This is an optimization exercise on Yosys and OpenROAD, whose aim is small area, a short achievable clock period and few clock cycles per item, not a production implementation.
At most, simulation tests tie the RTL to the original design; equivalence was not proved.
For runs 4 and 5, only the layout was checked, not whether the RTL still works.

[design/flow/design.v]
module addsub(input mul, input sub, input [15:0] a, input [7:0] b,
              input [15:0] mx, input [15:0] my, output [15:0] y);
    wire [15:0] bx = {{8{b[7]}}, b} ^ {16{sub}};
    wire [15:0] p  = mul ? mx : a;
    wire [15:0] q  = mul ? my : bx;
    assign y = p + q + {15'd0, ~mul & sub};
endmodule
module mul8s_tree(input [7:0] a, input [7:0] b, output [15:0] x, output [15:0] y);
    wire m1 = (a[0] & b[0]);
    wire m2 = (a[0] & b[1]);
    wire m3 = (a[1] & b[0]);
    wire m4 = (a[0] & b[2]);
    wire m5 = (a[1] & b[1]);
    wire m6 = (a[2] & b[0]);
    wire m7 = (a[0] & b[3]);
    wire m8 = (a[1] & b[2]);
    wire m9 = (a[2] & b[1]);
    wire m10 = (a[3] & b[0]);
    wire m11 = (a[0] & b[4]);
    wire m12 = (a[1] & b[3]);
    wire m13 = (a[2] & b[2]);
    wire m14 = (a[3] & b[1]);
    wire m15 = (a[4] & b[0]);
    wire m16 = (a[0] & b[5]);
    wire m17 = (a[1] & b[4]);
    wire m18 = (a[2] & b[3]);
    wire m19 = (a[3] & b[2]);
    wire m20 = (a[4] & b[1]);
    wire m21 = (a[5] & b[0]);
    wire m22 = (a[0] & b[6]);
    wire m23 = (a[1] & b[5]);
    wire m24 = (a[2] & b[4]);
    wire m25 = (a[3] & b[3]);
    wire m26 = (a[4] & b[2]);
    wire m27 = (a[5] & b[1]);
    wire m28 = (a[6] & b[0]);
    wire m29 = ~(a[0] & b[7]);
    wire m30 = (a[1] & b[6]);
    wire m31 = (a[2] & b[5]);
    wire m32 = (a[3] & b[4]);
    wire m33 = (a[4] & b[3]);
    wire m34 = (a[5] & b[2]);
    wire m35 = (a[6] & b[1]);
    wire m36 = ~(a[7] & b[0]);
    wire m37 = ~(a[1] & b[7]);
    wire m38 = (a[2] & b[6]);
    wire m39 = (a[3] & b[5]);
    wire m40 = (a[4] & b[4]);
    wire m41 = (a[5] & b[3]);
    wire m42 = (a[6] & b[2]);
    wire m43 = ~(a[7] & b[1]);
    wire m44 = ~(a[2] & b[7]);
    wire m45 = (a[3] & b[6]);
    wire m46 = (a[4] & b[5]);
    wire m47 = (a[5] & b[4]);
    wire m48 = (a[6] & b[3]);
    wire m49 = ~(a[7] & b[2]);
    wire m50 = ~(a[3] & b[7]);
    wire m51 = (a[4] & b[6]);
    wire m52 = (a[5] & b[5]);
    wire m53 = (a[6] & b[4]);
    wire m54 = ~(a[7] & b[3]);
    wire m55 = ~(a[4] & b[7]);
    wire m56 = (a[5] & b[6]);
    wire m57 = (a[6] & b[5]);
    wire m58 = ~(a[7] & b[4]);
    wire m59 = ~(a[5] & b[7]);
    wire m60 = (a[6] & b[6]);
    wire m61 = ~(a[7] & b[5]);
    wire m62 = ~(a[6] & b[7]);
    wire m63 = ~(a[7] & b[6]);
    wire m64 = (a[7] & b[7]);
    wire m65 = m22 ^ m23;
    wire m66 = m22 & m23;
    wire m67 = m29 ^ m30 ^ m31;
    wire m68 = (m29 & m30) | (m31 & (m29 ^ m30));
    wire m69 = m32 ^ m33;
    wire m70 = m32 & m33;
    wire m71 = m37 ^ m38 ^ m39;
    wire m72 = (m37 & m38) | (m39 & (m37 ^ m38));
    wire m73 = m40 ^ m41 ^ m42;
    wire m74 = (m40 & m41) | (m42 & (m40 ^ m41));
    wire m75 = m44 ^ m45 ^ m46;
    wire m76 = (m44 & m45) | (m46 & (m44 ^ m45));
    wire m77 = m11 ^ m12;
    wire m78 = m11 & m12;
    wire m79 = m16 ^ m17 ^ m18;
    wire m80 = (m16 & m17) | (m18 & (m16 ^ m17));
    wire m81 = m19 ^ m20;
    wire m82 = m19 & m20;
    wire m83 = m24 ^ m25 ^ m26;
    wire m84 = (m24 & m25) | (m26 & (m24 ^ m25));
    wire m85 = m27 ^ m28 ^ m65;
    wire m86 = (m27 & m28) | (m65 & (m27 ^ m28));
    wire m87 = m34 ^ m35 ^ m36;
    wire m88 = (m34 & m35) | (m36 & (m34 ^ m35));
    wire m89 = m67 ^ m69 ^ m66;
    wire m90 = (m67 & m69) | (m66 & (m67 ^ m69));
    wire m91 = m43 ^ 1'b1 ^ m71;
    wire m92 = (m43 & 1'b1) | (m71 & (m43 ^ 1'b1));
    wire m93 = m73 ^ m68 ^ m70;
    wire m94 = (m73 & m68) | (m70 & (m73 ^ m68));
    wire m95 = m47 ^ m48 ^ m49;
    wire m96 = (m47 & m48) | (m49 & (m47 ^ m48));
    wire m97 = m75 ^ m72 ^ m74;
    wire m98 = (m75 & m72) | (m74 & (m75 ^ m72));
    wire m99 = m50 ^ m51 ^ m52;
    wire m100 = (m50 & m51) | (m52 & (m50 ^ m51));
    wire m101 = m53 ^ m54 ^ m76;
    wire m102 = (m53 & m54) | (m76 & (m53 ^ m54));
    wire m103 = m55 ^ m56 ^ m57;
    wire m104 = (m55 & m56) | (m57 & (m55 ^ m56));
    wire m105 = m7 ^ m8;
    wire m106 = m7 & m8;
    wire m107 = m13 ^ m14 ^ m15;
    wire m108 = (m13 & m14) | (m15 & (m13 ^ m14));
    wire m109 = m21 ^ m79 ^ m81;
    wire m110 = (m21 & m79) | (m81 & (m21 ^ m79));
    wire m111 = m83 ^ m85 ^ m80;
    wire m112 = (m83 & m85) | (m80 & (m83 ^ m85));
    wire m113 = m87 ^ m89 ^ m84;
    wire m114 = (m87 & m89) | (m84 & (m87 ^ m89));
    wire m115 = m91 ^ m93 ^ m88;
    wire m116 = (m91 & m93) | (m88 & (m91 ^ m93));
    wire m117 = m95 ^ m97 ^ m92;
    wire m118 = (m95 & m97) | (m92 & (m95 ^ m97));
    wire m119 = m99 ^ m101 ^ m96;
    wire m120 = (m99 & m101) | (m96 & (m99 ^ m101));
    wire m121 = m58 ^ m103 ^ m100;
    wire m122 = (m58 & m103) | (m100 & (m58 ^ m103));
    wire m123 = m59 ^ m60 ^ m61;
    wire m124 = (m59 & m60) | (m61 & (m59 ^ m60));
    wire m125 = m4 ^ m5;
    wire m126 = m4 & m5;
    wire m127 = m9 ^ m10 ^ m105;
    wire m128 = (m9 & m10) | (m105 & (m9 ^ m10));
    wire m129 = m77 ^ m107 ^ m106;
    wire m130 = (m77 & m107) | (m106 & (m77 ^ m107));
    wire m131 = m78 ^ m109 ^ m108;
    wire m132 = (m78 & m109) | (m108 & (m78 ^ m109));
    wire m133 = m82 ^ m111 ^ m110;
    wire m134 = (m82 & m111) | (m110 & (m82 ^ m111));
    wire m135 = m86 ^ m113 ^ m112;
    wire m136 = (m86 & m113) | (m112 & (m86 ^ m113));
    wire m137 = m90 ^ m115 ^ m114;
    wire m138 = (m90 & m115) | (m114 & (m90 ^ m115));
    wire m139 = m94 ^ m117 ^ m116;
    wire m140 = (m94 & m117) | (m116 & (m94 ^ m117));
    wire m141 = m98 ^ m119 ^ m118;
    wire m142 = (m98 & m119) | (m118 & (m98 ^ m119));
    wire m143 = m102 ^ m121 ^ m120;
    wire m144 = (m102 & m121) | (m120 & (m102 ^ m121));
    wire m145 = m104 ^ m123 ^ m122;
    wire m146 = (m104 & m123) | (m122 & (m104 ^ m123));
    wire m147 = m62 ^ m63 ^ m124;
    wire m148 = (m62 & m63) | (m124 & (m62 ^ m63));
    assign x = {1'b1, m64, m147, m145, m143, m141, m139, m137, m135, m133, m131, m129, m127, m6, m2, m1};
    assign y = {1'b0, m148, m146, m144, m142, m140, m138, m136, m134, m132, m130, m128, m126, m125, m3, 1'b0};
endmodule
module divrow(input [8:0] t, input [7:0] d, output c, output [7:0] r);
    wire [7:0] g = t[7:0] & ~d;
    wire [7:0] p = t[7:0] | ~d;
    wire [7:0] x = ~(t[7:0] ^ d);
    wire G1 = g[1] | (p[1] & p[0]);
    wire G2 = g[3] | (p[3] & g[2]);
    wire P2 = p[3] & p[2];
    wire G3 = g[5] | (p[5] & g[4]);
    wire P3 = p[5] & p[4];
    wire G4 = g[7] | (p[7] & g[6]);
    wire P4 = p[7] & p[6];
    wire G5 = g[2] | (p[2] & G1);
    wire G6 = G2 | (P2 & G1);
    wire G7 = g[6] | (p[6] & G3);
    wire P7 = p[6] & P3;
    wire G8 = G4 | (P4 & G3);
    wire P8 = P4 & P3;
    wire G9 = g[4] | (p[4] & G6);
    wire G10 = G3 | (P3 & G6);
    wire G11 = G7 | (P7 & G6);
    wire G12 = G8 | (P8 & G6);
    assign c = t[8] | G12;
    assign r[0] = c ? (x[0] ^ 1'b1) : t[0];
    assign r[1] = c ? (x[1] ^ p[0]) : t[1];
    assign r[2] = c ? (x[2] ^ G1) : t[2];
    assign r[3] = c ? (x[3] ^ G5) : t[3];
    assign r[4] = c ? (x[4] ^ G6) : t[4];
    assign r[5] = c ? (x[5] ^ G9) : t[5];
    assign r[6] = c ? (x[6] ^ G10) : t[6];
    assign r[7] = c ? (x[7] ^ G11) : t[7];
endmodule
module alu(
    input wire clk,
    input wire reset,
    input wire start,
    input wire [1:0] op_select,    
    input wire [15:0] op1,
    input wire [7:0] op2,
    output reg [15:0] res,
    output reg done
);
    wire [15:0] mx, my;
    mul8s_tree u_mul (.a(op1[7:0]), .b(op2), .x(mx), .y(my));
    wire [15:0] sum;
    addsub u_add (.mul(op_select[1]), .sub(op_select[0]), .a(op1), .b(op2),
                  .mx(mx), .my(my), .y(sum));
    reg        s1, s2;       
    reg  [7:0] rem_r;        
    reg  [3:0] q_r;          
    reg  [7:0] d_r;          
    reg  [3:0] n_r;          
    always @(posedge clk or posedge reset)
        if (reset) begin
            s1 <= 1'b0;
            s2 <= 1'b0;
        end else begin
            s1 <= start & op_select[1] & op_select[0];
            s2 <= s1;
        end
    wire [7:0] rem [0:4];
    wire [3:0] q;
    assign rem[0] = rem_r;
    genvar i;
    generate
        for (i = 0; i < 4; i = i + 1) begin : rows
            divrow u (.t({rem[i], n_r[3-i]}), .d(d_r), .c(q[3-i]), .r(rem[i+1]));
        end
    endgenerate
    always @(posedge clk) begin
        rem_r <= start ? op1[15:8] : rem[4];
        q_r   <= q;
        d_r   <= op2;
        n_r   <= s1 ? op1[3:0] : op1[7:4];
    end
    always @(*) begin
        if (op_select == 2'b11) begin
            res  = {q_r, q, rem[4]};
            done = s2;
        end else begin
            res  = sum;
            done = 1'b1;
        end
    end
endmodule
[design/flow/flow/run.sh]
#!/bin/bash
# Layout flow: the standard synthesis, then the combinational logic re-mapped
# by ABC (flip-flops untouched), then the standard ORFS flow from floorplan on.
# Each tool's output goes to a log file of its own in the work folder.
set -euo pipefail
W=$(pwd)
F=$W/flow
R=$W/orfs/results/${FLOW_PLATFORM}/alu/base
ABC_D=$(cat $F/abc_delay_ps)
bash standard.sh synth > $W/log_1_standard_synth.txt 2>&1
cp $R/1_2_yosys.v $W/standard_1_2_yosys.v
DU=$(make -s -C $FLOW_HOME DESIGN_CONFIG=$FLOW_CONFIG WORK_HOME=$W/orfs print-DONT_USE_CELLS | sed 's/^DONT_USE_CELLS: //')
printf 'set_driving_cell sky130_fd_sc_hd__buf_1\nset_load 5\n' > $W/abc.constr
sed "s/{D}/-D $ABC_D/g" $F/s.abc > $W/resynth.abc
RS_IN=$W/standard_1_2_yosys.v RS_OUT=$W/resynth.v \
  RS_LIB=$FLOW_HOME/platforms/${FLOW_PLATFORM}/lib/sky130_fd_sc_hd__tt_025C_1v80.lib \
  RS_DONTUSE="$DU" RS_D=$ABC_D RS_SCRIPT=$W/resynth.abc RS_CONSTR=$W/abc.constr \
  yosys -c $F/resynth.tcl > $W/log_2_resynth.txt 2>&1
cp $W/resynth.v $R/1_2_yosys.v
rm -f $R/1_synth.odb $R/1_synth.sdc
if [[ -f $F/orfs_env ]]; then source $F/orfs_env; fi
bash standard.sh finish > $W/log_3_standard_finish.txt 2>&1
[design/flow/flow/abc_delay_ps]
6000
[design/flow/flow/orfs_env]
export BUFFER_PORTS_ARGS="-buffer_cell sky130_fd_sc_hd__buf_2"
[design/flow/flow/resynth.tcl]
# Re-map the combinational logic of the standard synthesis netlist with ABC.
# The flip-flops are left as they are (same instances, names and cell types).
# env: RS_IN (netlist in), RS_OUT (netlist out), RS_LIB, RS_DONTUSE, RS_D (ABC delay target, ps),
#      RS_SCRIPT (optional ABC script)
yosys -import
set lib $::env(RS_LIB)
set du {}
foreach c $::env(RS_DONTUSE) { lappend du -dont_use $c }
read_liberty -ignore_miss_func $lib
# keep the sequential and tie cells as black boxes
foreach m [split [string trim [tee -q -s result.string select -list-mod sky130_fd_sc_hd__df* sky130_fd_sc_hd__conb_*]] "\n"] {
  blackbox $m
}
read_verilog $::env(RS_IN)
hierarchy -top alu
flatten alu
select -module alu
opt -purge
select -clear
hierarchy -top alu
set abc_args [list -liberty $lib {*}$du -D $::env(RS_D)]
if {[info exists ::env(RS_SCRIPT)] && $::env(RS_SCRIPT) ne ""} { lappend abc_args -script $::env(RS_SCRIPT) }
if {[info exists ::env(RS_CONSTR)] && $::env(RS_CONSTR) ne ""} { lappend abc_args -constr $::env(RS_CONSTR) }
abc {*}$abc_args
opt_clean -purge
hilomap -singleton -hicell sky130_fd_sc_hd__conb_1 HI -locell sky130_fd_sc_hd__conb_1 LO
splitnets
opt_clean -purge
tee -o $::env(RS_OUT).stat stat -liberty $lib
write_verilog -noattr -noexpr -nohex -nodec $::env(RS_OUT)
[design/flow/flow/s.abc]
strash
&get -n
&fraig -x
&put
scorr
dc2
strash
dch -f
balance
resub -K 6
rewrite
resub -K 6 -N 2
refactor
resub -K 8
balance
resub -K 8 -N 2
rewrite
resub -K 10
rewrite -z
resub -K 10 -N 2
balance
resub -K 12
refactor -z
resub -K 12 -N 2
rewrite -z
balance
dch -f
map {D}
topo
buffer -p
upsize {D}
dnsize {D}
stime -p
[design/flow/standard.sh]
#!/bin/bash
# synth_recipe.tcl (not shown) runs the flow's synth.tcl, then flattens the netlist and writes it again
# the make line also repeats each setting of config.mk as NAME=value (left out here)
make -C /OpenROAD-flow-scripts/flow DESIGN_CONFIG=/design/flow/config.mk WORK_HOME=/design/flow/orfs CLKGATE_MAP_FILE= SYNTH_SCRIPT=/design/flow/synth_recipe.tcl "${@:-finish}"
[design/flow/config.mk]
export PLATFORM = sky130hd
export DESIGN_NAME = alu
export DESIGN_NICKNAME = alu
export VERILOG_FILES = /design/flow/design.v
export SDC_FILE = /design/flow/constraint.sdc
export NUM_CORES = 4
export LEC_CHECK = 0
export CAP_MARGIN = 20
export CORE_MARGIN = 2
export CORE_UTILIZATION = 40
export SLEW_MARGIN = 20
[design/flow/constraint.sdc]
create_clock -name core_clock -period 14.0 [get_ports {clk}]
set_input_delay 2.8000 -clock core_clock [delete_from_list [all_inputs] [get_ports {clk}]]
set_output_delay 2.8000 -clock core_clock [all_outputs]
set_load 0.01 [all_outputs]
==> results of run 1 <==
state kept, by name, indices dropped and copies added, names as in the netlist:
signal and count:
s2 1, d_r 8, s1 1, n_r 4
q_r 4, rem_r 8
per-stage QoR:
step / setup slack [ns] / std cells
floorplan: 4.00 / 781
global placement: 3.23 / 940
detailed placement: 3.04 / 940
CTS: 2.69 / 944
global route: 1.63 / 944
finish: 2.67 / 944
placed cells by master (no fill, tap or decap), types with 2 or more instances in the layout:
cell	count
nand2_2	8
o22ai_1	10
inv_2	4
xnor2_1	25
inv_1	84
o21a_1	2
nand3b_1	3
o21ai_1	14
xor2_1	42
o211ai_1	4
a21boi_0	3
a21oi_1	49
a21oi_2	6
nand2_1	203
o21bai_1	2
a22oi_1	2
o21ai_2	6
dfrtp_1	2
clkbuf_8	3
dfxtp_1	24
a31oi_2	2
buf_2	45
nand4_1	8
maj3_1	2
and2_1	6
a21o_1	3
o21ai_0	55
a31oi_1	14
nand3_1	38
and3_1	5
nor2_1	96
nor3_2	2
nor3_1	5
or2_2	20
routing by layer:
layer | vias to the layer above | wire, microns
met5 | - | 0
met4 | 0 | 291
met3 | 21 | 704
met2 | 158 | 6310
met1 | 2235 | 6160
li1 | 2594 | -
cell type report:
| type | instances | area share (%) |
|---|---|---|
| clock inverters | 1 | 0.642 |
| multi-input cells | 644 | 71.5 |
| flip-flops and latches | 26 | 11.3 |
| inverters | 89 | 7.14 |
| clock buffers | 3 | 0.883 |
| well taps | 136 | 3.64 |
| repair buffers | 45 | 4.81 |
path summary, 6_finish.rpt:
check	startpoint	endpoint	slack, ns	cells past startpoint
min in group asynchronous	reset	s1$_DFF_PP0_	2.35	2
max	d_r[1]$_DFF_P_	res[6]	2.67	60
max reg2reg	d_r[1]$_DFF_P_	rem_r[6]$_DFF_P_	5.81	59
min	s1$_DFF_PP0_	s2$_DFF_PP0_	0.54	0
max in group asynchronous	reset	s2$_DFF_PP0_	11.55	2
min reg2reg	s1$_DFF_PP0_	s2$_DFF_PP0_	0.54	0
critical path, delay by kind of cell (launching register included):
family | cells | cell delay [ns]
buf+inv | 2 | 0.29
xor+xnor | 3 | 0.73
flops | 1 | 0.54
compound gates | 22 | 3.15
simple gates | 33 | 3.52
==> impl_metrics.yaml, run 1 <==
layout:
  multi_input_area_sq_um: 3350
  syn_to_final_growth_pct: 8.66
  nFillCells: 1154
  ff_latch_area_sq_um: 531
  nets: 838
  fin_area_sq_um: 4680
  fin_util_pct: 45.1
  diodes: 0
  drive_above_1_share_pct: 12.3
setup_path:
  max_stage_delay_ns: 0.54
  cpMostUsedCell: "nand2_1"
  cp.required_ns: 11.20
  worstPathArrival_ns: 8.53
  cp-start-kind: "flop"
  worst_setup_path_end_kind: "output pin"
  path_class: "reg -> out"
  cp_slowest_cell: "dfxtp_1"
  worstPathMaxFanout: 14
timing:
  rsz0062_at_grt: "no"
  slew_violations: 0
  max_slew_margin_pct: 53.4
  finalCritPeriodShare_pct: 80.9
  setup_viol_count_final: 0
  tightestPinTransition_ns: 0.697
  finalHoldViolations: 0
  fin_skew_ns: 0.0126
  layout_min_cycle_time_ns: 11.33
  tns_ns: 0
  whs_ns: 0.540
  fmax_mhz: 88.3
die:
  die_y_microns: 108
  num_rows: 37
  core_area_sq_um: 10400
  fp.dieW_microns: 108
  initial_core_util_pct: 41.5
  die-area_sq_um: 11600
  ios: 46
synthesis:
  ys_warn_count: 1
  syn-instance-count: 781
  avgSynthCellArea_sq_um: 5.51
  synthesis.area_sq_um: 4310
  syn_nets: 810
clock_tree:
  cts.sinks: 26
  clock_latency_ns: 0.28
  root_buffer: "clkbuf_8"
  h-tree-depth: 1
  path_clk_slew_ns: 0.10
  cts_tree: "done"
  cts_hold_buf: 0
  post_cts_resized: 0
  postCtsSetupBuffers: 0
  cts_buffers: 3
  clockBufferDepth: 2
route:
  wl_per_cell_microns: 14.3
  final_antenna_net_count: 0
  first_iter_violations: 338
  routed_via_density: 5.31
  vias: 5008
  drc: 0
  first_pass_iters: 5
  wl_microns: 13500
placed_design:
  placed_cell_area_sq_um: 4610
  port_buffers: 45
  gp_congestion: 0.927
  dpl.hpwl_microns: 10900
global_routing:
  grt_use_met3_pct: 1.88
  grt-ovfl-total: 0
  grt_usage_pct: 24.0
  use_met2_pct: 42.0
  grt_pass1_vias: 4716
  grt_pass1_wl_microns: 22500
  grt_max_degree: 29
  antenna_found_initial: 0
  grt_busiest_layer: "met2"
  use_met1_pct: 31.5
run:
  drv_cap: 0
status:
  outcome: "finished clean"
min_path:
  hp-class: "reg -> reg"
Testbench counts, summed over its fixed seeds: cycles 11,944, ops 8,000.
==> run 2: changes to the inputs <==
==> design/flow/flow/abc_delay_ps (replaced) <==
5000
==> design/flow/flow/orfs_env (replaced) <==
export BUFFER_PORTS_ARGS="-buffer_cell sky130_fd_sc_hd__buf_4"
==> run 2 against run 1 <==
  * Clock-buffer cell count increased by 1
  * Clock skew increased by 0.0057 ns
  * Final area increased by 5.5%
  * Largest cell class unchanged
==> impl_metrics.yaml, run 2 <==
setup_path:
  cp-start-kind: "primary input"
  max_stage_delay_ns: 0.49
  r2r_setup_slack_ns: 7.07
  ff2ff_path_depth: 48
  reg2reg_to: "rem_r[5]$_DFF_P_"
  worst_setup_path_end_kind: "output pin"
  path_class: "in -> out"
  cpMostUsedCell: "nand2_1"
  endpoint: "res[15]"
  worstPathArrival_ns: 7.98
  cp_slowest_cell: "clkinv_1"
  r2r_start: "d_r[0]$_DFF_P_"
  cp.required_ns: 11.20
  crit_path_start: "op_select[1]"
  worstPathMaxFanout: 29
clock_tree:
  cts.sinks: 26
  postCtsSetupBuffers: 0
  clockBufferDepth: 2
  cts_buffers: 3
  path_clk_slew_ns: 0.11
  root_buffer: "clkbuf_8"
  h-tree-depth: 1
  cts_hold_buf: 0
  clock_latency_ns: 0.29
  cts_tree: "done"
  post_cts_resized: 0
timing:
  finalCritPeriodShare_pct: 77.0
  slew_violations: 0
  rsz0062_at_grt: "no"
  finalHoldViolations: 0
  setup_viol_count_final: 0
  tns_ns: 0
  max_slew_margin_pct: 34.8
  fmax_mhz: 92.7
  tightestPinTransition_ns: 0.974
  layout_min_cycle_time_ns: 10.78
  setup_slack_ns: 3.22
  fin_skew_ns: 0.0182
placed_design:
  dpl.hpwl_microns: 11600
  gp_congestion: 0.936
  placed_cell_area_sq_um: 4880
  port_buffers: 45
  dp_slack_ns: 3.24
route:
  wl_per_cell_microns: 14.6
  final_antenna_net_count: 0
  drc: 0
  first_iter_violations: 251
  first_pass_iters: 5
  routed_via_density: 5.22
  vias: 5007
  wl_microns: 14000
synthesis:
  syn-instance-count: 793
  syn_nets: 822
  ys_warn_count: 1
  synthesis.area_sq_um: 4470
  avgSynthCellArea_sq_um: 5.64
min_path:
  hp-class: "reg -> reg"
run:
  drv_cap: 0
die:
  num_rows: 38
  ios: 46
  initial_core_util_pct: 41.0
  fp.dieW_microns: 110
  die_y_microns: 110
  die-area_sq_um: 12000
  core_area_sq_um: 10900
global_routing:
  grt-ovfl-total: 0
  antenna_found_initial: 0
  grt_max_degree: 30
  grt_pass1_wl_microns: 23400
  grt_usage_pct: 24.5
  grt_pass1_vias: 4831
layout:
  reg_top3: "d_r x8, rem_r x8"
  drive_above_1_share_pct: 12.9
  syn_to_final_growth_pct: 10.4
  diodes: 0
  final_common_cell: "nand2_1"
  nFillCells: 1190
  fin_area_sq_um: 4940
  final_cell_mix: "nand2_1 (217), inv_1 (87), nor2_1 (86), a21oi_1 (47)"
  nets: 849
status:
  outcome: "finished clean"
-- run 2: area by class of cell --
cell class | instances | area [sq um] | share of cell area (%)
clock buffers | 4 | 55.1 | 1.12
inverters | 91 | 342 | 6.92
well taps | 140 | 175 | 3.55
multi-input cells | 652 | 3490 | 70.7
repair buffers | 46 | 345 | 7.00
flip-flops and latches | 26 | 531 | 10.7
-- run 2: how the worst min path moves through the flow --
stage	endpoint	cells after the start	startpoint	slack [ns]
2_1_floorplan	s2$_DFF_PP0_	0	s1$_DFF_PP0_	0.47
3_3_place_gp	s2$_DFF_PP0_	0	s1$_DFF_PP0_	0.52
3_5_place_dp	s2$_DFF_PP0_	0	s1$_DFF_PP0_	0.51
4_1_cts	s2$_DFF_PP0_	0	s1$_DFF_PP0_	0.53
5_1_grt	s2$_DFF_PP0_	0	s1$_DFF_PP0_	0.57
6_report	s2$_DFF_PP0_	0	s1$_DFF_PP0_	0.53
-- run 2: metal layers --
layer | wire length [microns] | GRT usage, %
met5 | 0 | 0
met4 | 199 | 5.61
met3 | 592 | 1.36
met2 | 6840 | 45.5
met1 | 6370 | 31.0
-- run 2: through the flow --
| stage | utilization [%] | hold slack (ns) | std cells |
|---|---|---|---|
| after global placement | 44.8 | 0.518 | 955 |
| after floorplan | - | 0.469 | 793 |
| after detailed placement | 44.8 | 0.511 | 955 |
| after CTS | 45.3 | 0.534 | 959 |
| final | 45.3 | 0.530 | 959 |
| after global routing | 45.3 | 0.571 | 959 |
-- run 2: worst max-delay path, delay by kind of cell --
kind	cells	cell delay, ns
buf+inv	6	1.07
simple gates	21	2.68
compound gates	6	1.30
xor+xnor	1	0.12
==> run 3: changes to the inputs <==
--- a/design/flow/config.mk
+++ b/design/flow/config.mk
@@ -8,4 +8,5 @@
 export CAP_MARGIN = 20
 export CORE_MARGIN = 2
 export CORE_UTILIZATION = 40
+export SETUP_SLACK_MARGIN = 4.5
 export SLEW_MARGIN = 20
==> run 3 against run 2 <==
  * Synthesized cell count did not move
  * Area after synthesis did not move
  * Via count rose by 13%
  * Sequential cell count did not move
  * Worst hold slack improved by 0.028 ns
  * Register-to-register slack improved by 0.64 ns
  * Final area rose by 33%
  * Global-route usage rose by 2.9 points
  * Sequential share of layout area fell by 2.5 points
  * Maximum frequency rose by 8.7%
  * First-iteration DRC count rose by 22%
  * Routed wire length rose by 22%
  * Critical path type unchanged
  * Highest routed layer unchanged
==> impl_metrics.yaml, run 3 <==
status:
  outcome: "finished clean"
timing:
  finalHoldViolations: 0
  finalCritPeriodShare_pct: 70.9
  layout_min_cycle_time_ns: 9.92
  rsz0062_at_grt: "yes"
  max_slew_margin_pct: 52.0
  slew_violations: 0
  fin_skew_ns: 0.00975
  tns_ns: 0
  tightestPinTransition_ns: 0.720
  setup_viol_count_final: 0
  whs_ns: 0.558
  fmax_mhz: 101
layout:
  multi_input_area_sq_um: 4110
  nFillCells: 1001
  ff_latch_area_sq_um: 543
  nets: 958
  diodes: 0
  final_cell_mix: "nand2_1 (194), buf_4 (127), inv_1 (73), nor2_1 (73), a21oi_1 (40)"
  reg_top3: "d_r x8, rem_r x8"
  syn_to_final_growth_pct: 47.0
  drive_above_1_share_pct: 35.0
  final_common_cell: "nand2_1"
setup_path:
  cp_slowest_cell: "xor2_1"
  worstPathArrival_ns: 7.12
  max_stage_delay_ns: 0.26
  crit_path_start: "op2[6]"
  path_class: "in -> out"
  reg2reg_to: "rem_r[2]$_DFF_P_"
  ff2ff_path_depth: 50
  worstPathMaxFanout: 8
  r2r_start: "d_r[2]$_DFF_P_"
  cpMostUsedCell: "buf_6"
  r2r_setup_slack_ns: 7.71
  cp.required_ns: 11.20
  worst_setup_path_end_kind: "output pin"
  cp-start-kind: "primary input"
min_path:
  holdPathStages: 0
  hp-start: "s1$_DFF_PP0_"
  holdPathEnd: "s2$_DFF_PP0_"
  hp-class: "reg -> reg"
global_routing:
  grt_pass1_vias: 5300
  grt_max_degree: 30
  grt_pass1_wl_microns: 25900
  grt_usage_pct: 27.4
  grt-ovfl-total: 0
  antenna_found_initial: 0
placed_design:
  dpl.hpwl_microns: 11500
  port_buffers: 45
  gp_congestion: 0.977
route:
  drc: 0
  first_iter_violations: 305
  first_pass_iters: 9
  wl_per_cell_microns: 16.0
  final_antenna_net_count: 0
  vias: 5658
  wl_microns: 17100
  routed_via_density: 5.30
die:
  die-area_sq_um: 12000
  fp.dieW_microns: 110
  ios: 46
  num_rows: 38
  die_y_microns: 110
  initial_core_util_pct: 41.0
  core_area_sq_um: 10900
run:
  drv_cap: 0
synthesis:
  ys_warn_count: 1
  synthesis.area_sq_um: 4470
  syn-instance-count: 793
  syn_nets: 822
  avgSynthCellArea_sq_um: 5.64
clock_tree:
  cts_tree: "done"
  h-tree-depth: 1
  path_clk_slew_ns: 0.10
  root_buffer: "clkbuf_8"
  clock_latency_ns: 0.28
  cts.sinks: 26
  cts_buffers: 3
  clockBufferDepth: 2
## run 3: final cells by class
type                            count  area share (%)
Multi-Input combinational cell    652            62.5
Timing Repair Buffer              155            20.1
Sequential cell                    26            8.27
Clock buffer                        4           0.686
Tap cell                          140            2.67
Inverter                           91            5.71
## run 3: worst max path at each step
stage	depth (start not counted)	slack [ns]	endpoint
5_1_grt	36	3.80	res[14]
2_1_floorplan	39	4.51	res[15]
3_5_place_dp	34	3.54	res[14]
6_report	35	4.08	res[9]
4_1_cts	38	4.18	res[9]
3_3_place_gp	34	3.69	res[14]
## run 3: metrics by stage
stage	util, %	cells	setup WS, ns	area (sq um)
floorplan	-	793	4.51	4580
global placement	45.5	956	3.69	4960
detailed placement	45.5	956	3.54	4960
CTS	54.0	1037	4.18	5880
global route	60.3	1068	3.80	6570
finish	60.3	1068	4.08	6570
## run 3: worst max-delay path: cells and delay by family
| kind | cells | cell delay (ns) |
|---|---|---|
| AOI/OAI and AO/OA | 6 | 0.90 |
| and+or+nand+nor | 10 | 0.98 |
| xor gates and xnor gates | 3 | 0.56 |
| buffers and inverters | 16 | 1.84 |
## run 3: metal layers
layer  global-route usage (%)  share of wire, %  up-vias  wire length, microns
met5                        0                 0        -                     0
met4                     11.5               3.9        0                   657
met3                     1.90               4.5       48                   773
li1                         -                 -     2843                     -
met2                     48.8                50      184                  8470
met1                     33.9                42     2583                  7150
## run 3: timing repair
item	in CTS	in global routing
resized for setup	74	105
pin swaps	34	40
setup endpoints to repair	15	15
buffers inserted	77	29
hold buffers	0	0
gates cloned	0	2
==> run 4: changes to the inputs <==
--- a/design/flow/design.v
+++ b/design/flow/design.v
@@ -207,7 +207,7 @@
     reg  [7:0] rem_r;        
     reg  [3:0] q_r;          
     reg  [7:0] d_r;          
-    reg  [3:0] n_r;          
+    reg  [7:0] n_r;          
     always @(posedge clk or posedge reset)
         if (reset) begin
             s1 <= 1'b0;
@@ -216,20 +216,21 @@
             s1 <= start & op_select[1] & op_select[0];
             s2 <= s1;
         end
+    wire [3:0] n = s2 ? n_r[3:0] : n_r[7:4];
     wire [7:0] rem [0:4];
     wire [3:0] q;
     assign rem[0] = rem_r;
     genvar i;
     generate
         for (i = 0; i < 4; i = i + 1) begin : rows
-            divrow u (.t({rem[i], n_r[3-i]}), .d(d_r), .c(q[3-i]), .r(rem[i+1]));
+            divrow u (.t({rem[i], n[3-i]}), .d(d_r), .c(q[3-i]), .r(rem[i+1]));
         end
     endgenerate
     always @(posedge clk) begin
         rem_r <= start ? op1[15:8] : rem[4];
         q_r   <= q;
         d_r   <= op2;
-        n_r   <= s1 ? op1[3:0] : op1[7:4];
+        n_r   <= op1[7:0];
     end
     always @(*) begin
         if (op_select == 2'b11) begin
--- a/design/flow/config.mk
+++ b/design/flow/config.mk
@@ -8,5 +8,4 @@
 export CAP_MARGIN = 20
 export CORE_MARGIN = 2
 export CORE_UTILIZATION = 40
-export SETUP_SLACK_MARGIN = 4.5
 export SLEW_MARGIN = 20
==> run 4 against run 3 <==
  * Critical path type is now reg -> out
  * Sequential cell count up 4
  * Worst hold slack worse by 0.21 ns
  * Largest cell class unchanged
  * Highest routed layer unchanged
  * Global-route usage down 3.6 points
  * Still clean on timing, DRC and antenna
  * Synthesized cell count down 0.76%
==> impl_metrics.yaml, run 4 <==
status:
  outcome: "finished clean"
layout:
  reg_top3: "d_r x8, n_r x8, rem_r x8"
  drive_above_1_share_pct: 12.0
  final_cell_count_no_fill: 962
  final_common_cell: "nand2_1"
  diodes: 0
  final_cell_mix: "nand2_1 (211), nor2_1 (107), inv_1 (84), a21oi_1 (45), buf_4 (45)"
  nets: 850
  fin_area_sq_um: 5000
  syn_to_final_growth_pct: 11.6
  fin_util_pct: 45.9
  nFillCells: 1206
route:
  wl_met1_microns: 6480
  wl_per_cell_microns: 14.3
  first_iter_violations: 316
  dr.max_layer_used: "met4"
  wl_microns: 13800
  met3_length_microns: 409
  drc: 0
  first_pass_iters: 5
  final_antenna_net_count: 0
  routed_via_density: 5.22
  wl_met2_microns: 6690
  vias: 5017
placed_design:
  port_buffers: 45
  gp_congestion: 0.897
  dp.cells: 954
  placed_cell_area_sq_um: 4910
  dp_slack_ns: 3.67
  dpl.hpwl_microns: 11400
timing:
  rsz0062_at_grt: "no"
  fin_skew_ns: 0.0105
  layout_min_cycle_time_ns: 10.55
  whs_ns: 0.351
  setup_slack_ns: 3.45
  max_slew_margin_pct: 38.5
  setup_viol_count_final: 0
  tns_ns: 0
  finalHoldViolations: 0
  fmax_mhz: 94.8
  tightestPinTransition_ns: 0.920
  slew_violations: 0
  finalCritPeriodShare_pct: 75.4
min_path:
  holdPathEnd: "s2$_DFF_PP0_"
  holdPathStages: 0
  hp-start: "s1$_DFF_PP0_"
  hp-class: "reg -> reg"
setup_path:
  cp.required_ns: 11.20
  worstPathArrival_ns: 7.75
  r2r_setup_slack_ns: 6.74
  path_class: "reg -> out"
  cp-start-kind: "flop"
  max_stage_delay_ns: 0.48
  worst_setup_path_end_kind: "output pin"
  ff2ff_path_depth: 49
  cpMostUsedCell: "nand3_2"
  worstPathMaxFanout: 12
  cp_slowest_cell: "a31oi_2"
  crit_path_start: "s2$_DFF_PP0_"
  r2r_start: "s2$_DFF_PP0_"
  reg2reg_to: "rem_r[6]$_DFF_P_"
clock_tree:
  postCtsSetupBuffers: 0
  path_clk_slew_ns: 0.06
  cts_hold_buf: 0
  clock_latency_ns: 0.28
  post_cts_resized: 0
  clockBufferDepth: 2
  cts_buffers: 5
  cts_tree: "done"
  h-tree-depth: 2
  root_buffer: "clkbuf_8"
  cts.sinks: 30
global_routing:
  grt_max_degree: 26
  grt_pass1_vias: 4741
  grt_usage_pct: 23.8
  antenna_found_initial: 0
  grt_pass1_wl_microns: 22800
  grt-ovfl-total: 0
die:
  num_rows: 38
  initial_core_util_pct: 41.2
  ios: 46
  core_area_sq_um: 10900
  fp.dieW_microns: 110
  die_y_microns: 110
  die-area_sq_um: 12100
synthesis:
  ys_warn_count: 1
  synthesis.area_sq_um: 4480
  syn-instance-count: 787
  avgSynthCellArea_sq_um: 5.70
  syn_nets: 816
run:
  drv_cap: 0
run 4: worst max-delay path, delay by kind of cell, from the launching register on:
| family | cells | cell delay, ns |
|---|---|---|
| xor+xnor | 1 | 0.11 |
| flops | 1 | 0.46 |
| buf+inv | 2 | 0.32 |
| simple gates | 29 | 3.05 |
| compound gates | 16 | 3.13 |
| mux | 1 | 0.35 |
run 4: worst max path at each step:
stage,slack [ns],depth (start not counted),endpoint
3_3_place_gp,3.84,35,res[15]
6_report,3.45,49,res[6]
4_1_cts,3.46,49,res[6]
3_5_place_dp,3.67,39,res[15]
5_1_grt,2.60,51,res[6]
2_1_floorplan,4.30,32,res[15]
run 4: area by class of cell:
type / count / area (sq um) / area share [%]
multi-input cells: 650 / 3450 / 69.0
flip-flops and latches: 30 / 611 / 12.2
repair buffers: 45 / 338 / 6.75
inverters: 89 / 334 / 6.68
well taps: 140 / 175 / 3.50
clock buffers: 7 / 86.3 / 1.73
clock inverters: 1 / 5.00 / 0.100
run 4: layer usage:
layer	global-route usage [%]	vias to the layer above
met5	0	-
met4	6.78	0
met3	1.19	16
met2	41.8	86
met1	31.4	2267
li1	-	2648
==> run 5: changes to the inputs <==
--- a/design/flow/config.mk
+++ b/design/flow/config.mk
@@ -8,4 +8,5 @@
 export CAP_MARGIN = 20
 export CORE_MARGIN = 2
 export CORE_UTILIZATION = 40
+export SETUP_SLACK_MARGIN = 2
 export SLEW_MARGIN = 20
==> run 5 against run 4 <==
  * Largest cell class unchanged
  * Sequential cell count stayed put
  * Highest routed layer unchanged
  * Worst hold slack stayed put
  * Final area unchanged
==> impl_metrics.yaml, run 5 <==
layout:
  syn_to_final_growth_pct: 11.6
  drive_above_1_share_pct: 12.0
  reg_top3: "d_r x8, n_r x8, rem_r x8"
  nets: 850
  diodes: 0
  final_common_cell: "nand2_1"
  nFillCells: 1206
  final_cell_mix: "nand2_1 (211), nor2_1 (107), inv_1 (84), a21oi_1 (45), buf_4 (45)"
setup_path:
  cp.required_ns: 11.20
  cp_slowest_cell: "a31oi_2"
  r2r_start: "s2$_DFF_PP0_"
  ff2ff_path_depth: 49
  cp-start-kind: "flop"
  worst_setup_path_end_kind: "output pin"
  worstPathArrival_ns: 7.75
  cpMostUsedCell: "nand3_2"
  reg2reg_to: "rem_r[6]$_DFF_P_"
  worstPathMaxFanout: 12
  r2r_setup_slack_ns: 6.74
  path_class: "reg -> out"
  max_stage_delay_ns: 0.48
route:
  wl_per_cell_microns: 14.3
  first_pass_iters: 5
  routed_via_density: 5.22
  final_antenna_net_count: 0
  vias: 5017
  wl_microns: 13800
  first_iter_violations: 316
  drc: 0
timing:
  finalCritPeriodShare_pct: 75.4
  fin_skew_ns: 0.0105
  tns_ns: 0
  rsz0062_at_grt: "no"
  max_slew_margin_pct: 38.5
  whs_ns: 0.351
  slew_violations: 0
  finalHoldViolations: 0
  layout_min_cycle_time_ns: 10.55
  tightestPinTransition_ns: 0.920
  setup_viol_count_final: 0
  fmax_mhz: 94.8
synthesis:
  syn-instance-count: 787
  syn_nets: 816
  ys_warn_count: 1
  synthesis.area_sq_um: 4480
  avgSynthCellArea_sq_um: 5.70
die:
  die_y_microns: 110
  core_area_sq_um: 10900
  initial_core_util_pct: 41.2
  num_rows: 38
  die-area_sq_um: 12100
  ios: 46
  fp.dieW_microns: 110
placed_design:
  port_buffers: 45
  gp_congestion: 0.897
  dpl.hpwl_microns: 11400
global_routing:
  grt_max_degree: 26
  grt_pass1_vias: 4741
  grt_usage_pct: 23.8
  grt_pass1_wl_microns: 22800
  antenna_found_initial: 0
  grt-ovfl-total: 0
clock_tree:
  postCtsSetupBuffers: 0
  cts.sinks: 30
  root_buffer: "clkbuf_8"
  path_clk_slew_ns: 0.06
  cts_buffers: 5
  h-tree-depth: 2
  cts_hold_buf: 0
  post_cts_resized: 0
  clock_latency_ns: 0.28
  clockBufferDepth: 2
  cts_tree: "done"
min_path:
  hp-start: "s1$_DFF_PP0_"
  holdPathStages: 0
  holdPathEnd: "s2$_DFF_PP0_"
  hp-class: "reg -> reg"
run:
  drv_cap: 0
status:
  outcome: "finished clean"
==> run 5: routing by layer <==
metal	global-route usage, %	share of wire [%]
met5	0	0
met4	6.78	1.6
met3	1.19	3.0
met2	41.8	48
met1	31.4	47
==> run 5: worst max path at each step <==
stage	endpoint	depth (start not counted)	start
global placement	res[15]	35	op_select[1]
finish	res[6]	49	s2$_DFF_PP0_
global route	res[6]	51	s2$_DFF_PP0_
detailed placement	res[15]	39	op1[1]
CTS	res[6]	49	s2$_DFF_PP0_
floorplan	res[15]	32	op2[3]
==> run 5: area by class of cell <==
type	instances	area (sq um)	area share, %
Multi-Input combinational cell	650	3450	69.0
Sequential cell	30	611	12.2
Timing Repair Buffer	45	338	6.75
Inverter	89	334	6.68
Tap cell	140	175	3.50
Clock buffer	7	86.3	1.73
Clock inverter	1	5.00	0.100
==> run 5: per-stage QoR <==
| stage | worst slack [ns] | instances | util (%) | area [sq um] |
|---|---|---|---|---|
| 2_1_floorplan | 4.30 | 787 | - | 4480 |
| 3_3_place_gp | 3.84 | 954 | 45.1 | 4910 |
| 3_5_place_dp | 3.67 | 954 | 45.1 | 4910 |
| 4_1_cts | 3.46 | 962 | 45.9 | 5000 |
| 5_1_grt | 2.60 | 962 | 45.9 | 5000 |
| 6_report | 3.45 | 962 | 45.9 | 5000 |
==> run 5: critical path, delay by kind of cell (launching register included) <==
family / cells / cell delay, ns
simple gates: 29 / 3.05
compound gates: 16 / 3.13
xor+xnor: 1 / 0.11
mux: 1 / 0.35
buf+inv: 2 / 0.32
flops: 1 / 0.46
==> run 6: changes to the inputs <==
--- a/design/flow/design.v
+++ b/design/flow/design.v
@@ -203,39 +203,30 @@
     wire [15:0] sum;
     addsub u_add (.mul(op_select[1]), .sub(op_select[0]), .a(op1), .b(op2),
                   .mx(mx), .my(my), .y(sum));
-    reg        s1, s2;       
+    reg        busy;         
     reg  [7:0] rem_r;        
     reg  [3:0] q_r;          
-    reg  [7:0] d_r;          
-    reg  [7:0] n_r;          
     always @(posedge clk or posedge reset)
-        if (reset) begin
-            s1 <= 1'b0;
-            s2 <= 1'b0;
-        end else begin
-            s1 <= start & op_select[1] & op_select[0];
-            s2 <= s1;
-        end
-    wire [3:0] n = s2 ? n_r[3:0] : n_r[7:4];
+        if (reset) busy <= 1'b0;
+        else       busy <= start & op_select[1] & op_select[0];
+    wire [3:0] n = busy ? op1[3:0] : op1[7:4];
     wire [7:0] rem [0:4];
     wire [3:0] q;
-    assign rem[0] = rem_r;
+    assign rem[0] = busy ? rem_r : op1[15:8];
     genvar i;
     generate
         for (i = 0; i < 4; i = i + 1) begin : rows
-            divrow u (.t({rem[i], n[3-i]}), .d(d_r), .c(q[3-i]), .r(rem[i+1]));
+            divrow u (.t({rem[i], n[3-i]}), .d(op2), .c(q[3-i]), .r(rem[i+1]));
         end
     endgenerate
     always @(posedge clk) begin
-        rem_r <= start ? op1[15:8] : rem[4];
+        rem_r <= rem[4];
         q_r   <= q;
-        d_r   <= op2;
-        n_r   <= op1[7:0];
     end
     always @(*) begin
         if (op_select == 2'b11) begin
             res  = {q_r, q, rem[4]};
-            done = s2;
+            done = busy;
         end else begin
             res  = sum;
             done = 1'b1;
==> design/flow/flow/abc_delay_ps (replaced) <==
3500
==> design/flow/flow/orfs_env (replaced) <==
export BUFFER_PORTS_ARGS="-buffer_cell sky130_fd_sc_hd__buf_2"
==> design/flow/flow/s.abc (replaced) <==
strash
dch -f
map {D}
topo
buffer -p
upsize {D}
dnsize {D}
stime -p
--- a/design/flow/config.mk
+++ b/design/flow/config.mk
@@ -8,5 +8,4 @@
 export CAP_MARGIN = 20
 export CORE_MARGIN = 2
 export CORE_UTILIZATION = 40
-export SETUP_SLACK_MARGIN = 2
 export SLEW_MARGIN = 20
==> run 6 against run 5 <==
  * Still clean
  * Final cell count is 11% higher
  * Sequential share of layout area is 7.1 points lower
  * Synthesized cell count increased by 14%
  * Critical endpoint is now res[7]
==> impl_metrics.yaml, run 6 <==
route:
  wl_per_cell_microns: 15.4
  vias: 5679
  drc: 0
  first_pass_iters: 18
  routed_via_density: 5.31
  first_iter_violations: 458
  wl_microns: 16500
  final_antenna_net_count: 0
global_routing:
  grt_pass1_vias: 5158
  grt_pass1_wl_microns: 26100
  grt_max_degree: 27
  antenna_found_initial: 0
  grt-ovfl-total: 0
  grt_usage_pct: 25.5
clock_tree:
  cts.sinks: 13
  postCtsSetupBuffers: 0
  h-tree-depth: 1
  cts_hold_buf: 0
  clockBufferDepth: 2
  post_cts_resized: 0
  root_buffer: "clkbuf_16"
  cts_tree: "done"
  path_clk_slew_ns: 0.05
  cts_buffers: 3
  clock_latency_ns: 0.24
timing:
  fmax_mhz: 89.6
  rsz0062_at_grt: "no"
  layout_min_cycle_time_ns: 11.16
  tightestPinTransition_ns: 0.769
  max_slew_margin_pct: 48.7
  fin_skew_ns: 0.00203
  tns_ns: 0
  setup_viol_count_final: 0
  finalHoldViolations: 0
  finalCritPeriodShare_pct: 79.7
  slew_violations: 0
layout:
  final_common_cell: "nand2_1"
  regMostFlops: "rem_r"
  syn_to_final_growth_pct: 7.92
  final_cell_count_no_fill: 1069
  final_cell_mix: "nand2_1 (254), nor2_1 (140), inv_1 (122), o21ai_0 (57), buf_2 (45)"
  reg_top3: "rem_r x8, q_r x4, busy x1"
  nFillCells: 1314
  drive_above_1_share_pct: 11.8
  diodes: 0
  nets: 956
  largest_reg_flops: 8
  fin_util_pct: 44.7
setup_path:
  cpMostUsedCell: "nand2_1"
  worst_setup_path_end_kind: "output pin"
  path_class: "in -> out"
  cp.buffers_inverters: 3
  cp.required_ns: 11.20
  worstPathMaxFanout: 14
  max_stage_delay_ns: 0.51
  cp_slowest_cell: "o21ai_2"
  worstPathArrival_ns: 8.36
  cp-start-kind: "primary input"
  crit_family: "compound AO/OA/AOI/OAI gates"
synthesis:
  synthesis.area_sq_um: 4770
  avgSynthCellArea_sq_um: 5.31
  syn-instance-count: 899
  syn_nets: 928
  ys_warn_count: 1
die:
  die_y_microns: 113
  ios: 46
  initial_core_util_pct: 41.4
  num_rows: 39
  core_area_sq_um: 11500
  die-area_sq_um: 12800
  fp.dieW_microns: 113
run:
  drv_cap: 0
min_path:
  hp-class: "reg -> reg"
placed_design:
  gp_congestion: 0.949
  dp.cells: 1065
  port_buffers: 45
  dpl.hpwl_microns: 13200
status:
  outcome: "finished clean"
-- run 6: changes by cell type in the layout (fill, tap and decap cells not counted), moves of 6 or more --
cell      before  now
a21oi_1       45   38
and3_1         8    1
buf_2          0   45
buf_4         45    1
clkbuf_8       6    0
dfxtp_1       28   12
inv_1         84  122
nand2_1      211  254
nor2_1       107  140
nor3_1         9    3
o211ai_1       1   11
o21ai_0       39   57
o22ai_1       13    4
-- run 6: worst min-delay path: cells and delay by family (launching register included) --
family	cells	cell delay, ns
flops	1	0.34
simple gates	2	0.20
compound gates	2	0.26
-- run 6: area by class of cell --
class,count,area (sq um),area share [%]
clock buffers,3,75.1,1.46
clock inverters,1,5.00,0.0972
inverters,129,484,9.40
multi-input cells,734,3910,75.9
flip-flops and latches,13,265,5.15
well taps,143,179,3.47
repair buffers,46,233,4.52
-- run 6: routing by layer --
| metal | GRT usage (%) | share of wire, % | vias up |
|---|---|---|---|
| li1 | - | - | 2940 |
| met1 | 33.1 | 44 | 2498 |
| met2 | 45.1 | 48 | 207 |
| met3 | 2.46 | 6.0 | 34 |
| met4 | 6.75 | 1.8 | 0 |
| met5 | 0 | 0 | - |
-- run 6: final timing paths --
| check | cells past startpoint | endpoint | slack (ns) | startpoint |
|---|---|---|---|---|
| worst max-delay path | 35 | res[7] | 2.84 | op1[3] |
| worst min-delay path | 4 | q_r[2]$_DFF_P_ | 0.85 | rem_r[6]$_DFF_P_ |
| worst max register to register | 32 | rem_r[2]$_DFF_P_ | 7.88 | busy$_DFF_PP0_ |
| worst min register to register | 4 | q_r[2]$_DFF_P_ | 0.85 | rem_r[6]$_DFF_P_ |
| max in group asynchronous | 2 | busy$_DFF_PP0_ | 11.52 | reset |
| min in group asynchronous | 2 | busy$_DFF_PP0_ | 2.38 | reset |
-- run 6: through the flow --
| step | hold slack (ns) | setup slack, ns | instance area, sq um |
|---|---|---|---|
| 2_1_floorplan | 0.700 | 4.14 | 4770 |
| 3_3_place_gp | 0.812 | 2.98 | 5070 |
| 3_5_place_dp | 0.814 | 2.94 | 5070 |
| 4_1_cts | 0.837 | 2.91 | 5150 |
| 5_1_grt | 0.905 | 2.24 | 5150 |
| 6_report | 0.849 | 2.84 | 5150 |
Testbench counts of run 6, summed over its fixed seeds: cycles 9,972, ops 8,000.
==> run 7: changes to the inputs <==
==> design/flow/flow/abc_delay_ps (replaced) <==
3000
==> design/flow/flow/s.abc (replaced) <==
strash
&get -n
&fraig -x
&put
scorr
dc2
strash
dch -f
balance
resub -K 6
rewrite
resub -K 6 -N 2
refactor
resub -K 8
balance
resub -K 8 -N 2
rewrite
resub -K 10
rewrite -z
resub -K 10 -N 2
balance
resub -K 12
refactor -z
resub -K 12 -N 2
rewrite -z
balance
dch -f
map {D}
topo
buffer -p
upsize {D}
dnsize {D}
stime -p
--- a/design/flow/config.mk
+++ b/design/flow/config.mk
@@ -8,4 +8,5 @@
 export CAP_MARGIN = 20
 export CORE_MARGIN = 2
 export CORE_UTILIZATION = 40
+export SETUP_SLACK_MARGIN = 2.6
 export SLEW_MARGIN = 20
==> run 7 against run 6 <==
  * Setup slack got worse by 0.29 ns
  * Critical path depth grew 4
  * Via count rose by 2.1%
  * Utilization grew 7.2 points
  * Global-route usage increased by 1.1 points
  * Final cell count down 3.5%
  * Clock skew increased by 0.0057 ns
==> impl_metrics.yaml, run 7 <==
layout:
  drive_above_1_share_pct: 23.1
  largest_reg_flops: 8
  nFillCells: 1158
  syn_to_final_growth_pct: 25.7
  reg_top3: "rem_r x8, q_r x4, busy x1"
  nets: 922
  fin_area_sq_um: 5680
  diodes: 0
  final_cell_mix: "nand2_1 (198), nor2_1 (97), inv_1 (84), a21oi_1 (44)"
  final_common_cell: "nand2_1"
  regMostFlops: "rem_r"
route:
  wl_per_cell_microns: 16.9
  first_pass_iters: 5
  wl_microns: 17400
  first_iter_violations: 513
  drc: 0
  final_antenna_net_count: 0
  vias: 5800
  routed_via_density: 5.62
clock_tree:
  clock_latency_ns: 0.26
  cts.sinks: 13
  cts_buffers: 3
  clockBufferDepth: 2
  path_clk_slew_ns: 0.05
  cts_tree: "done"
  root_buffer: "clkbuf_16"
  h-tree-depth: 1
timing:
  fin_skew_ns: 0.00769
  setup_slack_ns: 2.55
  slew_violations: 0
  tightestPinTransition_ns: 0.973
  rsz0062_at_grt: "yes"
  setup_viol_count_final: 0
  finalCritPeriodShare_pct: 81.8
  finalHoldViolations: 0
  tns_ns: 0
  layout_min_cycle_time_ns: 11.45
  fmax_mhz: 87.3
  max_slew_margin_pct: 35.1
  whs_ns: 0.837
placed_design:
  placed_cell_area_sq_um: 4790
  dp_slack_ns: 2.28
  port_buffers: 45
  gp_congestion: 0.899
  dpl.hpwl_microns: 12000
die:
  die_y_microns: 110
  ios: 46
  num_rows: 38
  core_area_sq_um: 10900
  die-area_sq_um: 12200
  fp.dieW_microns: 110
  initial_core_util_pct: 41.3
global_routing:
  antenna_found_initial: 0
  grt-ovfl-total: 0
  grt_pass1_wl_microns: 25000
  grt_pass1_vias: 4887
  grt_max_degree: 37
  grt_usage_pct: 26.6
setup_path:
  cp.required_ns: 11.20
  cpMostUsedCell: "nand2_2"
  cp-start-kind: "primary input"
  max_stage_delay_ns: 0.37
  cp_slowest_cell: "o211ai_1"
  path_class: "in -> out"
  worstPathArrival_ns: 8.65
  worstPathMaxFanout: 13
  worst_setup_path_end_kind: "output pin"
min_path:
  hp-class: "reg -> reg"
synthesis:
  ys_warn_count: 1
  syn-instance-count: 827
  syn_nets: 856
  avgSynthCellArea_sq_um: 5.46
  synthesis.area_sq_um: 4520
run:
  drv_cap: 0
status:
  outcome: "finished clean"
run 7: per-layer routing:
layer | vias up | routed length (microns) | track usage (%)
li1 | 2872 | - | -
met1 | 2632 | 7500 | 37.0
met2 | 260 | 8000 | 42.9
met3 | 36 | 1430 | 3.00
met4 | 0 | 495 | 8.30
met5 | - | 0 | 0
run 7: path summary, 6_finish.rpt:
check | cells past startpoint | startpoint | slack [ns] | end
max reg2reg | 37 | busy$_DFF_PP0_ | 7.18 | rem_r[2]$_DFF_P_
min reg2reg | 4 | rem_r[6]$_DFF_P_ | 0.84 | q_r[3]$_DFF_P_
max in group asynchronous | 2 | reset | 11.55 | busy$_DFF_PP0_
min | 4 | rem_r[6]$_DFF_P_ | 0.84 | q_r[3]$_DFF_P_
min in group asynchronous | 2 | reset | 2.36 | busy$_DFF_PP0_
max | 39 | op2[2] | 2.55 | res[0]
run 7: cell type report:
cell class                 instances  area (sq um)  share of cell area [%]
inverter                          95           374                    6.59
sequential                        13           265                    4.67
multi-input combinational        690          4100                    72.2
tap                              140           175                    3.09
clock buffer                       4          78.8                    1.39
timing repair buffer              90           683                    12.0
run 7: timing repair:
action	4_1_cts	5_1_grt
hold buffers	0	0
resized for setup	6	100
setup buffers	6	35
cloned	0	5
endpoints found under the setup margin	10	10
pin swaps	1	46
run 7: critical path, delay by kind of cell:
| family | cells | cell delay (ns) |
|---|---|---|
| AO/OA/AOI/OAI | 18 | 3.35 |
| AND/OR/NAND/NOR | 17 | 1.83 |
| buffers and inverters | 4 | 0.62 |
run 7: through the flow:
step	util [%]	std cells
2_1_floorplan	-	827
3_3_place_gp	43.8	982
3_5_place_dp	43.8	982
4_1_cts	45.3	992
5_1_grt	51.9	1032
6_report	51.9	1032
==> run 8: changes to the inputs <==
--- a/design/flow/config.mk
+++ b/design/flow/config.mk
@@ -8,5 +8,4 @@
 export CAP_MARGIN = 20
 export CORE_MARGIN = 2
 export CORE_UTILIZATION = 40
-export SETUP_SLACK_MARGIN = 2.6
 export SLEW_MARGIN = 20
==> run 8 against run 7 <==
  * Worst hold slack worse by 0.024 ns
  * Setup slack worse by 0.39 ns
  * Highest routed layer unchanged
==> impl_metrics.yaml, run 8 <==
status:
  outcome: "finished clean"
setup_path:
  cp.buffers_inverters: 3
  worstPathArrival_ns: 9.04
  cp-start-kind: "primary input"
  worstPathMaxFanout: 20
  path_class: "in -> out"
  ff2ff_path_depth: 36
  worst_setup_path_end_kind: "output pin"
  worst-path-stages: 39
  cpMostUsedCell: "nand2_1"
  max_stage_delay_ns: 0.36
  cp.required_ns: 11.20
  crit_family: "compound AO/OA/AOI/OAI gates"
  cp_slowest_cell: "o211ai_1"
route:
  vias: 5445
  final_antenna_net_count: 0
  wl_per_cell_microns: 16.0
  first_pass_iters: 5
  first_iter_violations: 454
  routed_via_density: 5.52
  drc: 0
  wl_microns: 15800
die:
  die_y_microns: 110
  die-area_sq_um: 12200
  ios: 46
  num_rows: 38
  core_area_sq_um: 10900
  fp.dieW_microns: 110
  initial_core_util_pct: 41.3
timing:
  max_slew_margin_pct: 42.8
  finalHoldViolations: 0
  setup_viol_count_final: 0
  slew_violations: 0
  tightestPinTransition_ns: 0.858
  layout_min_cycle_time_ns: 11.84
  fin_skew_ns: 0.00887
  tns_ns: 0
  fmax_mhz: 84.4
  rsz0062_at_grt: "no"
  finalCritPeriodShare_pct: 84.6
  whs_ns: 0.813
global_routing:
  grt_max_degree: 37
  grt_pass1_vias: 4868
  antenna_found_initial: 0
  grt-ovfl-total: 0
  grt_usage_pct: 26.6
  grt_pass1_wl_microns: 25000
layout:
  syn_to_final_growth_pct: 7.89
  diodes: 0
  drive_above_1_share_pct: 12.3
  regMostFlops: "rem_r"
  final_common_cell: "nand2_1"
  reg_top3: "rem_r x8, q_r x4, busy x1"
  largest_reg_flops: 8
  nets: 876
  final_cell_mix: "nand2_1 (214), nor2_1 (103), inv_1 (90), nand3_1 (50), a21oi_1 (48)"
clock_tree:
  cts.sinks: 13
  path_clk_slew_ns: 0.05
  postCtsSetupBuffers: 0
  h-tree-depth: 1
  cts_buffers: 3
  cts_tree: "done"
  root_buffer: "clkbuf_16"
  clockBufferDepth: 2
  cts_hold_buf: 0
  post_cts_resized: 0
  clock_latency_ns: 0.26
placed_design:
  port_buffers: 45
  gp_congestion: 0.899
  dpl.hpwl_microns: 12000
synthesis:
  ys_warn_count: 1
  syn_nets: 856
  syn-instance-count: 827
  avgSynthCellArea_sq_um: 5.46
  synthesis.area_sq_um: 4520
min_path:
  holdPathStages: 2
  hp-class: "reg -> reg"
run:
  drv_cap: 0
-- run 8: cell type report --
class                   count  area, sq um
clock buffers               4         78.8
inverters                  95          357
repair buffers             48          248
flip-flops and latches     13          265
well taps                 140          175
fillers                  1245         6060
multi-input cells         686         3750
-- run 8: final timing paths --
kind | startpoint | slack [ns] | end
min | rem_r[7]$_DFF_P_ | 0.81 | q_r[3]$_DFF_P_
min reg2reg | rem_r[7]$_DFF_P_ | 0.81 | q_r[3]$_DFF_P_
max reg2reg | busy$_DFF_PP0_ | 7.31 | rem_r[2]$_DFF_P_
max | op2[2] | 2.16 | res[2]
min in group asynchronous | reset | 2.36 | busy$_DFF_PP0_
max in group asynchronous | reset | 11.55 | busy$_DFF_PP0_
-- run 8: routing by layer --
metal | global-route usage [%] | vias to the layer above | part of all wire [%]
met3 | 3.12 | 25 | 7.2
met5 | 0 | - | 0
li1 | - | 2779 | -
met1 | 36.9 | 2435 | 46
met4 | 8.30 | 0 | 2.7
met2 | 42.9 | 206 | 44
-- run 8: worst reg2reg max path, delay by kind of cell, from the launching register on --
kind            cells  cell delay (ns)
compound gates     15             2.86
simple gates       20             2.54
flops               1             0.90
xor+xnor            1             0.25
-- run 8: through the flow --
step / util (%) / setup slack [ns] / instance area [sq um] / instances
after global placement: 43.8 / 2.36 / 4790 / 982
final: 44.6 / 2.16 / 4870 / 986
after global routing: 44.6 / 1.54 / 4870 / 986
after floorplan: - / 3.63 / 4520 / 827
after CTS: 44.6 / 2.25 / 4870 / 986
after detailed placement: 43.8 / 2.28 / 4790 / 982

==> separate check: timing with driven ports <==
Ports are ideal in the flow. The routed layouts listed here were re-timed in OpenROAD. Step 1 (the two cells are an assumption about what drives the block):
set clk [get_ports {clk}]
set_driving_cell -lib_cell sky130_fd_sc_hd__clkbuf_16 $clk
set_driving_cell -lib_cell sky130_fd_sc_hd__buf_2 [delete_from_list [all_inputs] $clk]
Step 2 adds t to the input delays and takes it off the output delays; t is the mean of the earliest and latest rising clock arrival at the registers after step 1. Input paths then give back, and output paths get back, about the clock's delay inside the block. a / b / c = ideal ports / drivers / drivers and shift; a / b = the first two.
run | t (ns) | slack for setup (ns) | hold slack, ns
run 1 | 0.301 | 2.674 / 2.643 / 2.944 | 0.540 / 0.540 / 0.540
run 2 | 0.311 | 3.216 / 3.168 / 3.168 | 0.530 / 0.530 / 0.530
run 3 | 0.308 | 4.081 / 4.029 / 4.029 | 0.558 / 0.558 / 0.558
run 4 | 0.297 | 3.446 / 3.419 / 3.504 | 0.351 / 0.351 / 0.351
run 5 | 0.297 | 3.446 / 3.419 / 3.504 | 0.351 / 0.351 / 0.351
run 6 | 0.273 | 2.840 / 2.819 / 2.819 | 0.849 / 0.849 / 0.849
run 7 | 0.286 | 2.550 / 2.487 / 2.487 | 0.837 / 0.837 / 0.837
run 8 | 0.285 | 2.158 / 2.138 / 2.138 | 0.813 / 0.813 / 0.813
After both steps setup and hold are still met in every run listed. The setup slack of run 7, which loses most, moves by -0.063 ns with the drivers and by -0.063 ns with both steps.
